Source: an optimization exercise on an open RTL-to-GDS flow (aim: small area, a short achievable clock period and few clock cycles per item). Production flows keep margins and buffers that such runs may drop.
RTL that was checked went through simulation tests only; none was proved equivalent to the original.

Design dnn_relu_fp16, start of the top module:
module dnn_relu_fp16
     (input     logic   clk,
      input     logic   rst,
      input     logic   start,
      input     logic   reset,
      output    logic   done,
      output    logic   unsigned    [16:0]    mem_addr,
      input     logic   signed      [15:0]    mem_data,
      output    logic               [159:0]   out);
Size in the first run: roughly 810 flip-flops, roughly 200 I/O pins, ~0.031 mm² of cells after synthesis.
==> flow/config.mk <==
export PLATFORM = sky130hd
export DESIGN_NAME = dnn_relu_fp16
export DESIGN_NICKNAME = dnn_relu_fp16
export VERILOG_FILES = /design/flow/design.v
export SDC_FILE = /design/flow/constraint.sdc
export NUM_CORES = 8
export LEC_CHECK = 0
export CAP_MARGIN = 20
export CORE_MARGIN = 2
export CORE_UTILIZATION = 60
export CTS_BUF_LIST = sky130_fd_sc_hd__clkbuf_4 sky130_fd_sc_hd__clkbuf_8
export SLEW_MARGIN = 20
==> flow/constraint.sdc <==
create_clock -name core_clock -period 30.0 [get_ports {clk}]
set_input_delay 6.0000 -clock core_clock [delete_from_list [all_inputs] [get_ports {clk}]]
set_output_delay 6.0000 -clock core_clock [all_outputs]
set_load 0.01 [all_outputs]
run.sh (not shown) runs the stock make flow with config.mk's settings and CLKGATE_MAP_FILE= SYNTH_SCRIPT=/design/flow/synth_recipe.tcl, a recipe that flattens the netlist after the stock synthesis.
Next try:
- CORE_UTILIZATION: 60 -> 40
- CTS_BUF_LIST: sky130_fd_sc_hd__clkbuf_4 sky130_fd_sc_hd__clkbuf_8 -> unset
What happened: Clock-buffer cell count shrinks by 63. Global-route usage shrinks by 9.2 points. Routed wire length grows by 1.7%. Cell area grows by 1.6%. Via count shrinks by 2.4%. Setup slack improved by 0.032 ns. Synthesized cell count does not change. Hold slack improved by 0.016 ns. Final cell count grows by 7.8%.
Function was not checked in any run of this note: the RTL went through the layout flow alone.

========
Setup of run 1:
dnn_relu_fp16, a different RTL version from the one above (not shown whole).
For scale: roughly 2500 cells after synthesis, ~760 flip-flops, ~200 I/O pins.
export LEC_CHECK = 0
export CAP_MARGIN = 20
export CORE_MARGIN = 2
export CORE_UTILIZATION = 62
export CTS_BUF_LIST = sky130_fd_sc_hd__clkbuf_16
export CTS_CLUSTER_DIAMETER = 80
export CTS_CLUSTER_SIZE = 30
export SLEW_MARGIN = 20
create_clock -name core_clock -period 30.0 [get_ports {clk}]
standard.sh (not shown) runs the stock make flow with config.mk's settings and CLKGATE_MAP_FILE= SYNTH_SCRIPT=/design/flow/synth_recipe.tcl, a recipe that flattens the netlist after the stock synthesis.
==> flow/flow/run.sh <==
#!/bin/bash
# Layout flow: the standard flow (standard.sh), with the port buffers
# made of sky130_fd_sc_hd__buf_2 cells, timing repair aimed at a setup
# slack of 22.75 ns, and clock tree synthesis without dummy loads.
# Each tool's output goes to a log file of its own here.
set -euo pipefail
bash standard.sh synth > log_synth.txt 2>&1
bash standard.sh SETUP_SLACK_MARGIN=22.75 \
  "BUFFER_PORTS_ARGS=-buffer_cell sky130_fd_sc_hd__buf_2" \
  "CTS_ARGS=-sink_clustering_enable -repair_clock_nets -sink_clustering_size 36 -sink_clustering_max_diameter 80 -buf_list sky130_fd_sc_hd__clkbuf_16 -dont_use_dummy_load" \
  finish > log_layout.txt 2>&1
Both conditions hold for run 1: the flow ran to the end and the final layout passed the timing, DRC and antenna checks.
Testbench counts of run 1, summed over its fixed seeds: cycles 143,457, items 48.
diff inputs: run 1 => run 2
--- a/flow/flow/run.sh
+++ b/flow/flow/run.sh
@@ -10 +10 @@
-  "CTS_ARGS=-sink_clustering_enable -repair_clock_nets -sink_clustering_size 36 -sink_clustering_max_diameter 80 -buf_list sky130_fd_sc_hd__clkbuf_16 -dont_use_dummy_load" \
+  "CTS_ARGS=-sink_clustering_enable -repair_clock_nets -sink_clustering_size 20 -sink_clustering_max_diameter 50 -buf_list sky130_fd_sc_hd__clkbuf_8 -dont_use_dummy_load" \
==> notes.md <==
- Clock period minus final worst setup slack: run 2 vs run 1 up 0.10 ns
- Wire length the detailed router placed on met1 was higher in the run labelled run 2.
- Compared with run 1, in run 2 routed via count saw an increase, total area of sequential cells saw little to no change, met3 demand-to-capacity share in global routing saw an increase.
#### Input delta (run 3 over run 2)
Settings: CORE_UTILIZATION now 55, was 62.
==> flow/flow/run.sh <==
#!/bin/bash
# Layout flow: the standard flow (standard.sh), with the port buffers
# made of sky130_fd_sc_hd__buf_2 cells and timing repair aimed at a setup
# slack of 22.5 ns. Each tool's output goes to a log file of its own here.
set -euo pipefail
bash standard.sh synth > log_synth.txt 2>&1
bash standard.sh SETUP_SLACK_MARGIN=22.75 "BUFFER_PORTS_ARGS=-buffer_cell sky130_fd_sc_hd__buf_2" finish > log_layout.txt 2>&1
Results
Compared run 2 against run 3; antenna cell count within noise. Run 3: buffer count from post-CTS setup fixing lower than run 2. From run 2 to run 3 the numbers moved as follows: met2 wire length moved down, setup slack after layout moved up, fraction of standard cell area in multi-input logic moved up, worst hold margin moved up. [compare] base=run 2 new=run 3: final period utilization -0.32 points; utilization down 8.6 points; met1 capacity usage during global routing has decreased.

========
north:
dnn_relu_fp16, a different RTL version from the one above (not shown whole).
Size in the first run: about 28,000 sq um of cells after synthesis.
export LEC_CHECK = 0
export CAP_MARGIN = 20
export CORE_MARGIN = 2
export CORE_UTILIZATION = 70
export SLEW_MARGIN = 20
create_clock -name core_clock -period 30.0 [get_ports {clk}]
==> flow/flow/run.sh <==
#!/bin/bash
# Layout flow: the standard flow (standard.sh), with the port buffers
# made of sky130_fd_sc_hd__buf_2 cells, timing repair aimed at a setup
# slack of 22.75 ns, and clock tree synthesis without dummy loads.
# Each tool's output goes to a log file of its own here.
set -euo pipefail
bash standard.sh synth > log_synth.txt 2>&1
bash standard.sh SETUP_SLACK_MARGIN=22.75 \
  "BUFFER_PORTS_ARGS=-buffer_cell sky130_fd_sc_hd__buf_2" \
  "CTS_ARGS=-sink_clustering_enable -repair_clock_nets -sink_clustering_size 30 -sink_clustering_max_diameter 80 -buf_list sky130_fd_sc_hd__clkbuf_16 -dont_use_dummy_load -distance_between_buffers 300" \
  finish > log_layout.txt 2>&1
Testbench counts of north, summed over its fixed seeds: cycles 143,185, items 48.
The inputs of south differ from those of north as listed below.
Settings: CORE_UTILIZATION: 70 -> 66.
==> flow/flow/run.sh <==
#!/bin/bash
# Layout flow: the standard flow (standard.sh), with the port buffers
# made of sky130_fd_sc_hd__buf_2 cells, timing repair aimed at a setup
# slack of 22.75 ns, and clock tree synthesis without dummy loads.
# Each tool's output goes to a log file of its own here.
set -euo pipefail
bash standard.sh synth > log_synth.txt 2>&1
bash standard.sh SETUP_SLACK_MARGIN=22.75 \
  "BUFFER_PORTS_ARGS=-buffer_cell sky130_fd_sc_hd__buf_2" \
  "CTS_ARGS=-sink_clustering_enable -repair_clock_nets -sink_clustering_size 30 -sink_clustering_max_diameter 80 -buf_list sky130_fd_sc_hd__clkbuf_16 -dont_use_dummy_load" \
  finish > log_layout.txt 2>&1
==> notes.md <==
south vs. north: final cell count went up 24, final wirelength went down about 1.6%. south has post-CTS repair timing setup buffer count above what north had. Cmp south and north / global-route wire length before repair / lower: south. Going from north to south, final worst hold slack rose by 0.016 ns; overall via count from detail_route fell by 141.
--- input diff south..east ---
Settings: CORE_UTILIZATION now 70, was 66.
Notes after the runs:
Compared east against south; multi-input gate area in the final layout within noise.
Between south and east, the flow reports post-DP HPWL increasing slightly.
For the first-pass GRT wire length, east came in 1700 um higher than south did.
Overall die area, south and east, lower one = east.
Looking at worst setup path endpoint, the out[77] result is from south; the out[10] one comes from east.
Layout overhead on the synthesized area (lower): east
NOTE non-clock buffer count south->east decreased by a few percent
east against south; routed wire length is up slightly.
Changes in west relative to east:
==> flow/flow/run.sh <==
#!/bin/bash
# Layout flow: the standard flow (standard.sh), with the port buffers
# made of sky130_fd_sc_hd__buf_2 cells, timing repair aimed at a setup
# slack of 22.85 ns, and clock tree synthesis without dummy loads.
# Each tool's output goes to a log file of its own here.
set -euo pipefail
bash standard.sh synth > log_synth.txt 2>&1
bash standard.sh SETUP_SLACK_MARGIN=22.85 \
  "BUFFER_PORTS_ARGS=-buffer_cell sky130_fd_sc_hd__buf_2" \
  "CTS_ARGS=-sink_clustering_enable -repair_clock_nets -sink_clustering_size 30 -sink_clustering_max_diameter 80 -buf_list sky130_fd_sc_hd__clkbuf_16 -dont_use_dummy_load" \
  finish > log_layout.txt 2>&1
Results
NOTE: area of all placed cells without fillers in west exceeds that of east. Against east, wire length of the first global-routing pass in west came out worse. west ends up with higher cell count than east does. When the final numbers for west and east were put side by side, the wire length turned out to be greater in west. Measured against each other, west and east differ in final cycle utilization of the critical path, the lower figure coming from east. The area growth from synthesis to layout in west sits 2.9 points above the value recorded for east. On fraction of area in clock buffers and inverters, west tracks east almost exactly. west — share of cell area taken by multi-input logic gates 0.85 points lower, east as reference. [west vs east] global-route usage: higher in west.
Here is what was changed in the inputs of middle compared with west.
==> flow/flow/run.sh <==
#!/bin/bash
# Layout flow: the standard flow (standard.sh), with the port buffers
# made of sky130_fd_sc_hd__buf_2 cells, timing repair aimed at a setup
# slack of 22.6 ns, and clock tree synthesis without dummy loads.
# Each tool's output goes to a log file of its own here.
set -euo pipefail
bash standard.sh synth > log_synth.txt 2>&1
bash standard.sh SETUP_SLACK_MARGIN=22.6 \
  "BUFFER_PORTS_ARGS=-buffer_cell sky130_fd_sc_hd__buf_2" \
  "CTS_ARGS=-sink_clustering_enable -repair_clock_nets -sink_clustering_size 30 -sink_clustering_max_diameter 80 -buf_list sky130_fd_sc_hd__clkbuf_16 -dont_use_dummy_load" \
  finish > log_layout.txt 2>&1
Compared with west, in middle utilization lost 2.2 points; met2 layer usage reported by global route lost 1.1 points; wire length lost 6.7%; worst-case setup margin in the final layout picked up an extra 0.047 ns; sequential share of layout area picked up an extra 1.5 points.

========
== build 26 ==
Another version of the RTL of dnn_relu_fp16 (not shown whole).
Size in the first run: roughly 2600 cells after synthesis, ~200 I/O pins.
==> flow/design.v (excerpt) <==
module dnn_relu_fp16
     (input     logic   clk,
      input     logic   rst,
      input     logic   start,
      input     logic   reset,
      output    logic   done,
      output    logic   unsigned    [16:0]    mem_addr,
      input     logic   signed      [15:0]    mem_data,
      output    logic               [159:0]   out);
clock: 30.0 ns
lec_check: 0
cap_margin: 20
core_margin: 2
core_utilization: 40
cts_buf_list: sky130_fd_sc_hd__clkbuf_8
cts_cluster_diameter: 50
cts_cluster_size: 20
slew_margin: 20
run.sh (not shown) runs the stock make flow with config.mk's settings and CLKGATE_MAP_FILE= SYNTH_SCRIPT=/design/flow/synth_recipe.tcl, a recipe that flattens the netlist after the stock synthesis.
Stock flow here: none of the scripts above is used.
Changes in build 90 relative to build 26:
Settings: a change of CTS_CLUSTER_SIZE from 20 to 30; a change of CTS_CLUSTER_DIAMETER from 50 to 80; a change of CTS_BUF_LIST from sky130_fd_sc_hd__clkbuf_8 to sky130_fd_sc_hd__clkbuf_16.
==> flow/flow/run.sh (new file) <==
#!/bin/bash
# Layout flow: the standard flow (standard.sh), with the port buffers
# made of sky130_fd_sc_hd__buf_2 cells and timing repair aimed at a setup
# slack of 22.5 ns. Each tool's output goes to a log file of its own here.
set -euo pipefail
bash standard.sh synth > log_synth.txt 2>&1
bash standard.sh SETUP_SLACK_MARGIN=22.5 "BUFFER_PORTS_ARGS=-buffer_cell sky130_fd_sc_hd__buf_2" finish > log_layout.txt 2>&1
==> flow/standard.sh (new file) <==
#!/bin/bash
# synth_recipe.tcl (not shown) runs the flow's synth.tcl, then flattens the netlist and writes it again
# the make line also repeats each setting of config.mk as NAME=value (left out here)
make -C /OpenROAD-flow-scripts/flow DESIGN_CONFIG=/design/flow/config.mk WORK_HOME=/design/flow/orfs CLKGATE_MAP_FILE= SYNTH_SCRIPT=/design/flow/synth_recipe.tcl "${@:-finish}"
removed: flow/run.sh
==> comparison <==
Between build 26 and build 90, the cell count went down.
Cmp build 90 and build 26 / met1 wire length / higher: build 26
Build 90 — count of clock-buffer cells in the layout 44 lower, build 26 as reference
Modified inputs, build 65 compared to build 90
Settings: CORE_UTILIZATION: 40 -> 55.
[summary]
Build 65 vs build 90 on number of search-and-repair iterations in the first detailed-routing pass: build 65 is the higher one.
Relative to build 90, final cell utilization of the core increased by 16 points in build 65.
Build 90 -> build 65: part of the Yosys area used for sequential elements delta 0, exact match
Compared build 65 against build 90; worst hold slack within noise.
Per the comparison of build 65 with build 90, count of clock-net buffers in the final layout has decreased; met1 usage in global routing has increased; total number of nets in the final design has remained practically unchanged.
Compared with build 90, in build 65 HPWL after detailed placement shrank by 3600 µm; final non-filler cell area shows a reduction of about 1%.
Relative to build 65, the following input files were edited for build 62:
Settings: CORE_UTILIZATION changed from 55 to 40.
==> flow/run.sh (new file) <==
#!/bin/bash
# synth_recipe.tcl (not shown) runs the flow's synth.tcl, then flattens the netlist and writes it again
# the make line also repeats each setting of config.mk as NAME=value (left out here)
make -C /OpenROAD-flow-scripts/flow DESIGN_CONFIG=/design/flow/config.mk WORK_HOME=/design/flow/orfs CLKGATE_MAP_FILE= SYNTH_SCRIPT=/design/flow/synth_recipe.tcl finish
removed: flow/flow/run.sh
removed: flow/standard.sh
Findings:
Delta (build 62 minus build 65): final-layout worst hold slack rose by 12 ps, length of the first detailed-routing pass in iterations fell by 3. Side by side, transition at the pin with the smallest max-transition slack turned out lower in build 62 than in build 65. Delta (build 62 minus build 65): final cell count +6.6%; ratio of cells with drive above 1 in the final layout moved down. Area of all placed cells without fillers, build 65 and build 62: larger value in build 62. Row total number of tap cells: build 62 higher / build 65 lower. Floorplan core area in build 62 vs build 65: up 0.021 mm². Between build 62 and build 65, it is build 62 whose post-layout minimum cycle time is higher, by 660 ps.
Inputs modified between build 62 and build 52:
Settings: CORE_UTILIZATION: 40 -> 70.
==> flow/flow/run.sh (new file) <==
#!/bin/bash
# Layout flow: the standard flow (standard.sh), with the port buffers
# made of sky130_fd_sc_hd__buf_2 cells and timing repair aimed at a setup
# slack of 22.5 ns. Each tool's output goes to a log file of its own here.
set -euo pipefail
bash standard.sh synth > log_synth.txt 2>&1
bash standard.sh SETUP_SLACK_MARGIN=22.5 "BUFFER_PORTS_ARGS=-buffer_cell sky130_fd_sc_hd__buf_2" finish > log_layout.txt 2>&1
==> flow/standard.sh (new file) <==
#!/bin/bash
# synth_recipe.tcl (not shown) runs the flow's synth.tcl, then flattens the netlist and writes it again
# the make line also repeats each setting of config.mk as NAME=value (left out here)
make -C /OpenROAD-flow-scripts/flow DESIGN_CONFIG=/design/flow/config.mk WORK_HOME=/design/flow/orfs CLKGATE_MAP_FILE= SYNTH_SCRIPT=/design/flow/synth_recipe.tcl "${@:-finish}"
removed: flow/run.sh
- Build 52: number of clock buffers in the layout 7 below build 62
- Against build 62 as the reference, build 52 delivers a higher end-of-flow core utilization.
- Of build 52 and build 62, build 52 shows the lower latest clock arrival within the worst-skew pair, with build 62 above it.
- Comparing global-route wire length before repair for build 52 and build 62, the smaller number came from build 52.
- Compared with build 62, build 52 shows final cell area excluding filler cells that has gone down by a few percent.
- [build 52 vs build 62] sum of net half-perimeters after detailed placement: lower in build 52
- Going from build 62 to build 52, clock period minus worst slack shrinks by 590 ps.
Here is what was changed in the inputs of build 18 compared with build 52.
Settings: changing CORE_UTILIZATION from 70 to 40.
==> flow/flow/run.sh <==
#!/bin/bash
# Layout flow: the standard flow (standard.sh), with the port buffers
# made of sky130_fd_sc_hd__buf_2 cells and timing repair aimed at a setup
# slack of 23.0 ns. Each tool's output goes to a log file of its own here.
set -euo pipefail
bash standard.sh synth > log_synth.txt 2>&1
bash standard.sh SETUP_SLACK_MARGIN=23.0 "BUFFER_PORTS_ARGS=-buffer_cell sky130_fd_sc_hd__buf_2" finish > log_layout.txt 2>&1
--- outcome ---
Build 18: flow completed, timing, DRC and antenna clean. Diff build 52 -> build 18: flip-flop and latch count essentially unchanged, met3 global-route usage decreased 2.1 points. Against build 52, build 18 reports a width of the chip that is higher. From build 52 to build 18 the numbers moved as follows: overall die area went up by 73%, number of global-route vias before repair down 264, area added between synthesis and finish climbed 5.6 points, buffer share of cell area now sits higher. [compare] base=build 52 new=build 18: setup slack saw a decrease; total number of placement rows saw an increase.
Function was not checked in any run of this note: the RTL went through the layout flow alone.

-- re-timing with driven ports --
The results above use ideal ports. As a check the final layouts listed here were re-extracted and re-timed, cells and wires unchanged.
Step 1, drivers: a clkbuf_16 drives clk and a buf_2 each remaining input, both assumed.
Step 2 adds t to the input delays and takes it off the output delays; t is the mean of the earliest and latest rising clock arrival at the registers after step 1. Input paths then give back, and output paths get back, about the clock's delay inside the block.
Slacks: ideal ports / drivers / drivers and shift; pairs: ideal ports / drivers.
| run | t (ns) | slack for setup (ns) | worst hold slack (ns) | clock arrival spread, ns |
|---|---|---|---|---|
| the first run of note 1 | 0.760 | 22.267 / 22.209 / 22.365 | 0.301 / 0.301 / 0.301 | 0.049 / 0.049 |
| the second run of note 1 | 0.671 | 22.298 / 22.238 / 22.287 | 0.317 / 0.317 / 0.317 | 0.019 / 0.019 |
| run 1 | 0.619 | 22.740 / 22.683 / 22.790 | 0.284 / 0.284 / 0.284 | 0.076 / 0.077 |
| run 2 | 0.719 | 22.635 / 22.580 / 22.798 | 0.269 / 0.269 / 0.269 | 0.095 / 0.095 |
| run 3 | 0.667 | 22.731 / 22.667 / 22.735 | 0.325 / 0.325 / 0.325 | 0.023 / 0.022 |
| north | 0.609 | 22.752 / 22.693 / 22.658 | 0.285 / 0.285 / 0.285 | 0.090 / 0.090 |
| south | 0.617 | 22.705 / 22.648 / 22.715 | 0.301 / 0.301 / 0.301 | 0.093 / 0.093 |
| east | 0.609 | 22.752 / 22.693 / 22.658 | 0.285 / 0.285 / 0.285 | 0.090 / 0.090 |
| west | 0.611 | 22.687 / 22.626 / 22.627 | 0.285 / 0.285 / 0.285 | 0.092 / 0.092 |
| middle | 0.607 | 22.734 / 22.672 / 22.613 | 0.286 / 0.286 / 0.286 | 0.085 / 0.085 |
| build 26 | 0.762 | 22.019 / 21.956 / 22.613 | 0.308 / 0.308 / 0.308 | 0.069 / 0.069 |
| build 90 | 0.682 | 22.625 / 22.561 / 22.982 | 0.314 / 0.314 / 0.314 | 0.048 / 0.047 |
| build 65 | 0.652 | 22.747 / 22.687 / 23.041 | 0.314 / 0.314 / 0.314 | 0.046 / 0.046 |
| build 62 | 0.681 | 22.092 / 22.027 / 22.603 | 0.326 / 0.326 / 0.326 | 0.065 / 0.065 |
| build 52 | 0.652 | 22.684 / 22.620 / 22.973 | 0.314 / 0.314 / 0.314 | 0.032 / 0.032 |
| build 18 | 0.682 | 22.628 / 22.564 / 22.978 | 0.313 / 0.313 / 0.313 | 0.050 / 0.050 |
After both steps every run listed still meets setup and hold. For middle, which loses most, drivers alone change the setup slack by -0.062 ns; drivers and shift together by -0.121 ns.
